Context: an optimization exercise on an open-source flow, tuned for small area, a short achievable clock period and few clock cycles per item. The choices shown serve that exercise and are no tape-out recipe. Function was checked by simulation only, so behaviour that the tests miss may differ from the original. Power and IR drop assume default switching activity.

## top
module top (
  input          clk,
  input          rstn,
  input          start,
  input          use_prev_cv,
  input  [511:0] data_i,
  input  [159:0] cv,
  output         busy,
  output         out_valid,
  output [159:0] cv_next
);
  reg         busy_r, valid_r;
  reg [6:0]   cnt;              
  reg         ph_ch, ph_maj;    
  reg [1:0]   phn;              
  reg         en4, en3, en2, en1, last;
  reg         fx_plain;         
  reg [511:0] win;              
  reg [31:0]  au, av, b, c, d;  
  reg [31:0]  zs, zc;           
  reg [31:0]  ha;               
  reg [31:0]  fx;               
  reg [15:1]  tok;              
  reg         use_gen;          
  reg [159:0] res;              
  wire idle = ~busy_r & ~valid_r;
  assign busy = busy_r;
  assign out_valid = valid_r;
  assign cv_next = res;
  wire [159:0] hv = use_prev_cv ? res : cv;
  function [31:0] kconst(input [1:0] p);
    case (p)
      2'd0: kconst = 32'h5A827999;
      2'd1: kconst = 32'h6ED9EBA1;
      2'd2: kconst = 32'h8F1BBCDC;
      default: kconst = 32'hCA62C1D6;
    endcase
  endfunction
  wire [31:0] au_n, av_n;
  wire [4:0]  a_top;
  sha1_round u_rnd (.au(au), .av(av), .b(b), .c(c), .d(d), .zs(zs), .zc(zc),
                    .f_ch(ph_ch), .f_maj(ph_maj), .au_n(au_n), .av_n(av_n),
                    .a_top(a_top));
  wire [26:0] a_low = au[26:0] + av[26:0];
  wire [31:0] a_full = {a_top, a_low};
  ...
Size in the first run: about 3400 cells after synthesis, about 990 flip-flops, about 840 I/O pins.
Settings: LEC_CHECK=0, CAP_MARGIN=20, CORE_MARGIN=2, CORE_UTILIZATION=35, CTS_CLUSTER_DIAMETER=90, CTS_CLUSTER_SIZE=27, SETUP_SLACK_MARGIN=3, SLEW_MARGIN=20; clock period 6.0 ns.
standard.sh (not shown) runs the stock make flow with config.mk's settings and CLKGATE_MAP_FILE= SYNTH_SCRIPT=/design/flow/synth_recipe.tcl, a recipe that flattens the netlist after the stock synthesis.
==> flow/flow/run.sh <==
#!/bin/bash
# The standard ORFS layout (standard.sh, unchanged synthesis), with one
# change: the I/O port buffers that placement inserts are buf_1 cells
# (buffer_ports -buffer_cell) rather than the default choice; repair_design
# still resizes them where a port drives a large load.
# Full make/tool output goes to standard.log; ORFS also keeps per-step logs
# under orfs/logs/.
set -uo pipefail
export BUFFER_PORTS_ARGS="-buffer_cell sky130_fd_sc_hd__buf_1"
bash standard.sh finish > standard.log 2>&1
status=$?
tail -n 20 standard.log
exit $status
The first run passed the timing, design-rule and antenna checks.
Testbench counts at the start, summed over its fixed seeds: cycles 40,320, blocks 480.
Edit:
--- a/flow/config.mk
+++ b/flow/config.mk
@@ -10,5 +10,5 @@
 export CORE_UTILIZATION = 35
-export CTS_CLUSTER_DIAMETER = 90
-export CTS_CLUSTER_SIZE = 27
-export SETUP_SLACK_MARGIN = 3
+export CTS_CLUSTER_DIAMETER = 80
+export CTS_CLUSTER_SIZE = 24
+export SETUP_SLACK_MARGIN = 3.1
 export SLEW_MARGIN = 20
- area after synthesis is unchanged
- flip-flop and latch count stays the same
- fmax rises by 4.6%
- clock-buffer cell count increases by 9
- register-to-register slack is better by 0.13 ns
- clock skew goes down by 0.0087 ns
- cell area increases by 1.1%
Edit:
--- a/flow/config.mk
+++ b/flow/config.mk
@@ -9,6 +9,7 @@
 export CORE_MARGIN = 2
-export CORE_UTILIZATION = 35
+export CORE_UTILIZATION = 40
 export CTS_CLUSTER_DIAMETER = 80
 export CTS_CLUSTER_SIZE = 24
-export SETUP_SLACK_MARGIN = 3.1
+export PLACE_DENSITY = 0.85
+export SETUP_SLACK_MARGIN = 3
 export SLEW_MARGIN = 20
What happened: The changed run ran to the end with no violations. Via count came out higher by 3.3%. Core utilization climbs by 5.4 points. Combinational power barely changes. Clock-buffer cell count goes up by 1. Register-to-register slack loses 0.04 ns. Global-route usage came out higher by 3.1 points.
Edit:
--- a/flow/config.mk
+++ b/flow/config.mk
@@ -12,3 +12,2 @@
 export CTS_CLUSTER_SIZE = 24
-export PLACE_DENSITY = 0.85
 export SETUP_SLACK_MARGIN = 3
Routed wire length fell by 3.7%.
Design area fell by 0.48%.
Power is lower by 2.3%.
First-iteration DRC count falls by 25%.
Non-clock buffer count fell by 13.
Core utilization fell by 0.23 points.
Setup slack gets worse by 0.029 ns.
Maximum frequency decreases by 0.98%.
Global-route usage went down by 0.88 points.

* * *

Starting RTL as in the previous note.
// top
module top (
  input          clk,
  input          rstn,
  input          start,
  input          use_prev_cv,
  input  [511:0] data_i,
  input  [159:0] cv,
  output         busy,
  output         out_valid,
  output [159:0] cv_next
);
clock: 6.0 ns
lec_check: 0
cap_margin: 20
core_margin: 2
core_utilization: 40
cts_cluster_diameter: 80
cts_cluster_size: 24
place_density: 0.75
setup_slack_margin: 3
slew_margin: 20
Scripts as last shown in full above: flow/flow/run.sh
The baseline finished with timing, DRC and antenna clean.
Testbench counts at the start, summed over its fixed seeds: cycles 40,320, blocks 480.
==> next run, changes <==
Settings changed: CORE_UTILIZATION 40 to 35, PLACE_DENSITY 0.75 to unset.
The new run completed with no timing, DRC or antenna violations.
Worst setup slack gets better by 0.066 ns.
Power goes up by 1.4%.
Sequential cell count stays the same.
Routed wire length came out higher by 1.5%.
Synthesized cell count is unchanged.
Final area rises by 0.86%.
Die area came out higher by 14%.
Fmax grows by 2.3%.
Count of clock-buffer cells in the layout rises by 3.
Final cell count came out higher by 3.9%.

* * *

## sierra
The RTL this note starts from:
==> flow/design.v <==
module sha1_round (
  input  [31:0] au,
  input  [31:0] av,
  input  [31:0] b,
  input  [31:0] c,
  input  [31:0] d,
  input  [31:0] zs,
  input  [31:0] zc,
  input         f_ch,      
  input         f_maj,     
  output [31:0] au_n,
  output [31:0] av_n,
  output [4:0]  a_top      
);
  wire [27:0] lo  = {1'b0, au[26:0]} + {1'b0, av[26:0]};
  wire        cl  = lo[27];
  wire [4:0]  th0 = au[31:27] + av[31:27];
  wire [4:0]  th1 = au[31:27] + av[31:27] + 5'd1;
  assign a_top = cl ? th1 : th0;
  wire [31:0] f = f_ch  ? ((b & c) | (~b & d)) :
                  f_maj ? ((b & c) | (b & d) | (c & d)) : (b ^ c ^ d);
  wire [31:0] v = {av[26:0], 5'b0};
  wire [31:0] s1 = zs ^ zc ^ v;
  wire [31:0] c1 = {(zs[30:0] & zc[30:0]) | (zs[30:0] & v[30:0]) | (zc[30:0] & v[30:0]), 1'b0};
  wire [31:0] s2 = s1 ^ c1 ^ f;
  wire [31:0] c2 = {(s1[30:0] & c1[30:0]) | (s1[30:0] & f[30:0]) | (c1[30:0] & f[30:0]), 1'b0};
  wire [31:0] u  = {au[26:0], 5'b0};
  wire [31:0] s3 = s2 ^ c2 ^ u;
  wire [31:0] c3 = {(s2[30:0] & c2[30:0]) | (s2[30:0] & u[30:0]) | (c2[30:0] & u[30:0]), 1'b0};
  wire [4:0]  x0 = s2[4:0] ^ c2[4:0] ^ th0;
  wire [4:0]  x1 = s2[4:0] ^ c2[4:0] ^ th1;
  wire [4:0]  y0 = (s2[4:0] & c2[4:0]) | (s2[4:0] & th0) | (c2[4:0] & th0);
  wire [4:0]  y1 = (s2[4:0] & c2[4:0]) | (s2[4:0] & th1) | (c2[4:0] & th1);
  assign au_n = {s3[31:5], cl ? x1 : x0};
  assign av_n = {c3[31:6], cl ? y1 : y0, 1'b0};
endmodule
module top (
  input          clk,
  input          rstn,
  input          start,
  input          use_prev_cv,
  input  [511:0] data_i,
  input  [159:0] cv,
  output         busy,
  output         out_valid,
  output [159:0] cv_next
);
  reg         busy_r, valid_r;
  reg [6:0]   cnt;              
  reg         ph_ch, ph_maj;    
  reg [1:0]   phn;              
  reg         en4, en3, en2, en1, last;
  reg         fx_plain;         
  reg [511:0] win;              
  reg [31:0]  au, av, b, c, d;  
  reg [31:0]  zs, zc;           
  reg [31:0]  ha;               
  reg [31:0]  fx;               
  reg [15:1]  tok;              
  reg         use_gen;          
  reg [159:0] res;              
  wire idle = ~busy_r & ~valid_r;
  assign busy = busy_r;
  assign out_valid = valid_r;
  assign cv_next = res;
  wire [159:0] hv = use_prev_cv ? res : cv;
  function [31:0] kconst(input [1:0] p);
    case (p)
      2'd0: kconst = 32'h5A827999;
      2'd1: kconst = 32'h6ED9EBA1;
      2'd2: kconst = 32'h8F1BBCDC;
      default: kconst = 32'hCA62C1D6;
    endcase
  endfunction
  wire [31:0] au_n, av_n;
  wire [4:0]  a_top;
  sha1_round u_rnd (.au(au), .av(av), .b(b), .c(c), .d(d), .zs(zs), .zc(zc),
                    .f_ch(ph_ch), .f_maj(ph_maj), .au_n(au_n), .av_n(av_n),
                    .a_top(a_top));
  wire [26:0] a_low = au[26:0] + av[26:0];
  wire [31:0] a_full = {a_top, a_low};
  wire [31:0] wx = win[32*13 +: 32] ^ win[32*8 +: 32] ^ win[32*2 +: 32] ^
                   win[31:0];
  reg  [31:0] wd;
  integer n;
  always @* begin
    wd = 32'd0;
    for (n = 1; n < 16; n = n + 1)
      wd = wd | (data_i[511-32*n -: 32] & {32{tok[n]}});
  end
  wire [31:0] wn = wd | ({wx[30:0], wx[31]} & {32{use_gen}});
  wire [31:0] kn = kconst(phn);
  wire [31:0] w1 = win[511:480];
  wire [31:0] zs_n = d ^ w1 ^ kn;
  wire [31:0] zc_n = {(d[30:0] & w1[30:0]) | (d[30:0] & kn[30:0]) | (w1[30:0] & kn[30:0]), 1'b0};
  wire [31:0] e0 = hv[31:0];
  wire [31:0] w0 = data_i[511:480];
  wire [31:0] k0 = kconst(2'd0);
  wire [31:0] zs_0 = e0 ^ w0 ^ k0;
  wire [31:0] zc_0 = {(e0[30:0] & w0[30:0]) | (e0[30:0] & k0[30:0]) | (w0[30:0] & k0[30:0]), 1'b0};
  wire [31:0] fy = fx + ha;
  wire [6:0] cnt_n = idle ? 7'd0 : cnt + 7'd1;
  reg  [31:0] ha_n;
  always @* begin
    case (cnt)
      7'd76: ha_n = hv[31:0];
      7'd77: ha_n = hv[63:32];
      7'd78: ha_n = hv[95:64];
      7'd79: ha_n = hv[127:96];
      default: ha_n = hv[159:128];
    endcase
  end
  wire busy_n  = (idle & start) | (busy_r & ~last);
  wire valid_n = (busy_r & last) | (valid_r & start);
  wire idle_n  = ~busy_n & ~valid_n;
  always @(posedge clk or negedge rstn)
    if (!rstn) begin
      busy_r  <= 1'b0;
      valid_r <= 1'b0;
      tok     <= 15'd1;
      use_gen <= 1'b0;
    end else begin
      busy_r  <= busy_n;
      valid_r <= valid_n;
      tok     <= idle_n ? 15'd1 : {tok[14:1], 1'b0};
      use_gen <= ~idle_n & (use_gen | tok[15]);
    end
  always @(posedge clk) begin
    cnt    <= cnt_n;
    ph_ch  <= cnt_n < 7'd20;
    ph_maj <= cnt_n >= 7'd40 && cnt_n < 7'd60;
    phn    <= cnt_n < 7'd19 ? 2'd0 : cnt_n < 7'd39 ? 2'd1 : cnt_n < 7'd59 ? 2'd2 : 2'd3;
    en4    <= cnt_n == 7'd77;
    en3    <= cnt_n == 7'd78;
    en2    <= cnt_n == 7'd79;
    en1    <= cnt_n == 7'd80;
    last   <= cnt_n == 7'd81;
    fx_plain <= cnt_n == 7'd79 || cnt_n == 7'd80;
    fx     <= fx_plain ? a_full : {a_full[1:0], a_full[31:2]};
    ha     <= ha_n;
    if (idle) begin
      win <= {wn, data_i[511:480], win[479:32]};
      au  <= hv[159:128];
      av  <= 32'd0;
      b   <= hv[127:96];
      c   <= hv[95:64];
      d   <= hv[63:32];
      zs  <= zs_0;
      zc  <= zc_0;
    end else begin
      win <= {wn, win[511:32]};
      au  <= au_n;
      av  <= av_n;
      b   <= a_full;
      c   <= {b[1:0], b[31:2]};
      d   <= c;
      zs  <= zs_n;
      zc  <= zc_n;
    end
    if (busy_r) begin
      if (en4)  res[31:0]    <= fy;
      if (en3)  res[63:32]   <= fy;
      if (en2)  res[95:64]   <= fy;
      if (en1)  res[127:96]  <= fy;
      if (last) res[159:128] <= fy;
    end
  end
endmodule
clock: 6.0 ns
lec_check: 0
cap_margin: 20
core_margin: 2
core_utilization: 47
cts_cluster_diameter: 80
cts_cluster_size: 24
setup_slack_margin: 3
slew_margin: 20
Scripts as last shown in full above: flow/flow/run.sh
Testbench counts of sierra, summed over its fixed seeds: cycles 40,320, blocks 480.
Modified inputs, fjord compared to sierra
# sierra
export LEC_CHECK = 0
export CAP_MARGIN = 20
export CORE_MARGIN = 2
export CORE_UTILIZATION = 47
export CTS_CLUSTER_DIAMETER = 80
export CTS_CLUSTER_SIZE = 24
export SETUP_SLACK_MARGIN = 3
export SLEW_MARGIN = 20
create_clock -name core_clock -period 6.0 [get_ports {clk}]
# fjord
export LEC_CHECK = 0
export CAP_MARGIN = 20
export CORE_MARGIN = 2
export CORE_UTILIZATION = 40
export CTS_CLUSTER_DIAMETER = 80
export CTS_CLUSTER_SIZE = 24
export SETUP_SLACK_MARGIN = 3.15
export SLEW_MARGIN = 20
create_clock -name core_clock -period 6.0 [get_ports {clk}]
## What came out
- fjord: PASS, flow complete, no timing, DRC or antenna violations
- fjord ended up with au[13] as its launching element of the worst setup path; sierra ended up with av[10].
- Compared with sierra, in fjord placed wire-length estimate after detailed placement decreased about 1.2%, row count increased about 8%, share of power burned in the clock network increased 0.6 points, multi-input combinational cell area increased 140 um2.
- Diff fjord and sierra: vertical die dimension higher in fjord
- Compare fjord and sierra | switching fraction of total power higher: sierra
- As of fjord, overall die area had risen by more than 10% compared to sierra.
- Going from sierra to fjord, share of the core filled with cells fell 7.5 points; total CTS buffers shows an increase of about 4%.

[separate check: timing with driven ports]
In the flow no input, the clock included, has a driving cell. The finished layouts below were timed again as built, in two steps.
Step 1, drivers: a clkbuf_16 drives clk and a buf_2 each remaining input, both assumed.
Step 2 also shifts input and output timing later by t, the mid clock arrival at the registers, as if the neighbouring blocks saw the same clock.
a / b / c = no drivers / after step 1 / after step 2; a / b = the first two.
| run | shift t [ns] | setup slack, ns | worst setup path at the end |
|---|---|---|---|
| the first run of note 1 | 0.740 | 2.969 / 2.969 / 2.520 | input to register |
| the second run of note 1 | 0.756 | 3.102 / 3.102 / 2.417 | input to register |
| the third run of note 1 | 0.728 | 3.057 / 3.057 / 2.421 | input to register |
| the fourth run of note 1 | 0.716 | 3.028 / 3.028 / 2.456 | input to register |
| the first run of note 2 | 0.741 | 3.009 / 3.009 / 2.401 | input to register |
| the second run of note 2 | 0.750 | 3.075 / 3.075 / 2.559 | input to register |
| sierra | 0.702 | 3.004 / 3.004 / 2.446 | input to register |
| fjord | 0.729 | 3.095 / 3.095 / 2.423 | input to register |
After both steps setup and hold are still met in every run listed. For the second run of note 1, which loses most, drivers alone change the setup slack by 0.000 ns; drivers and shift together by -0.685 ns.
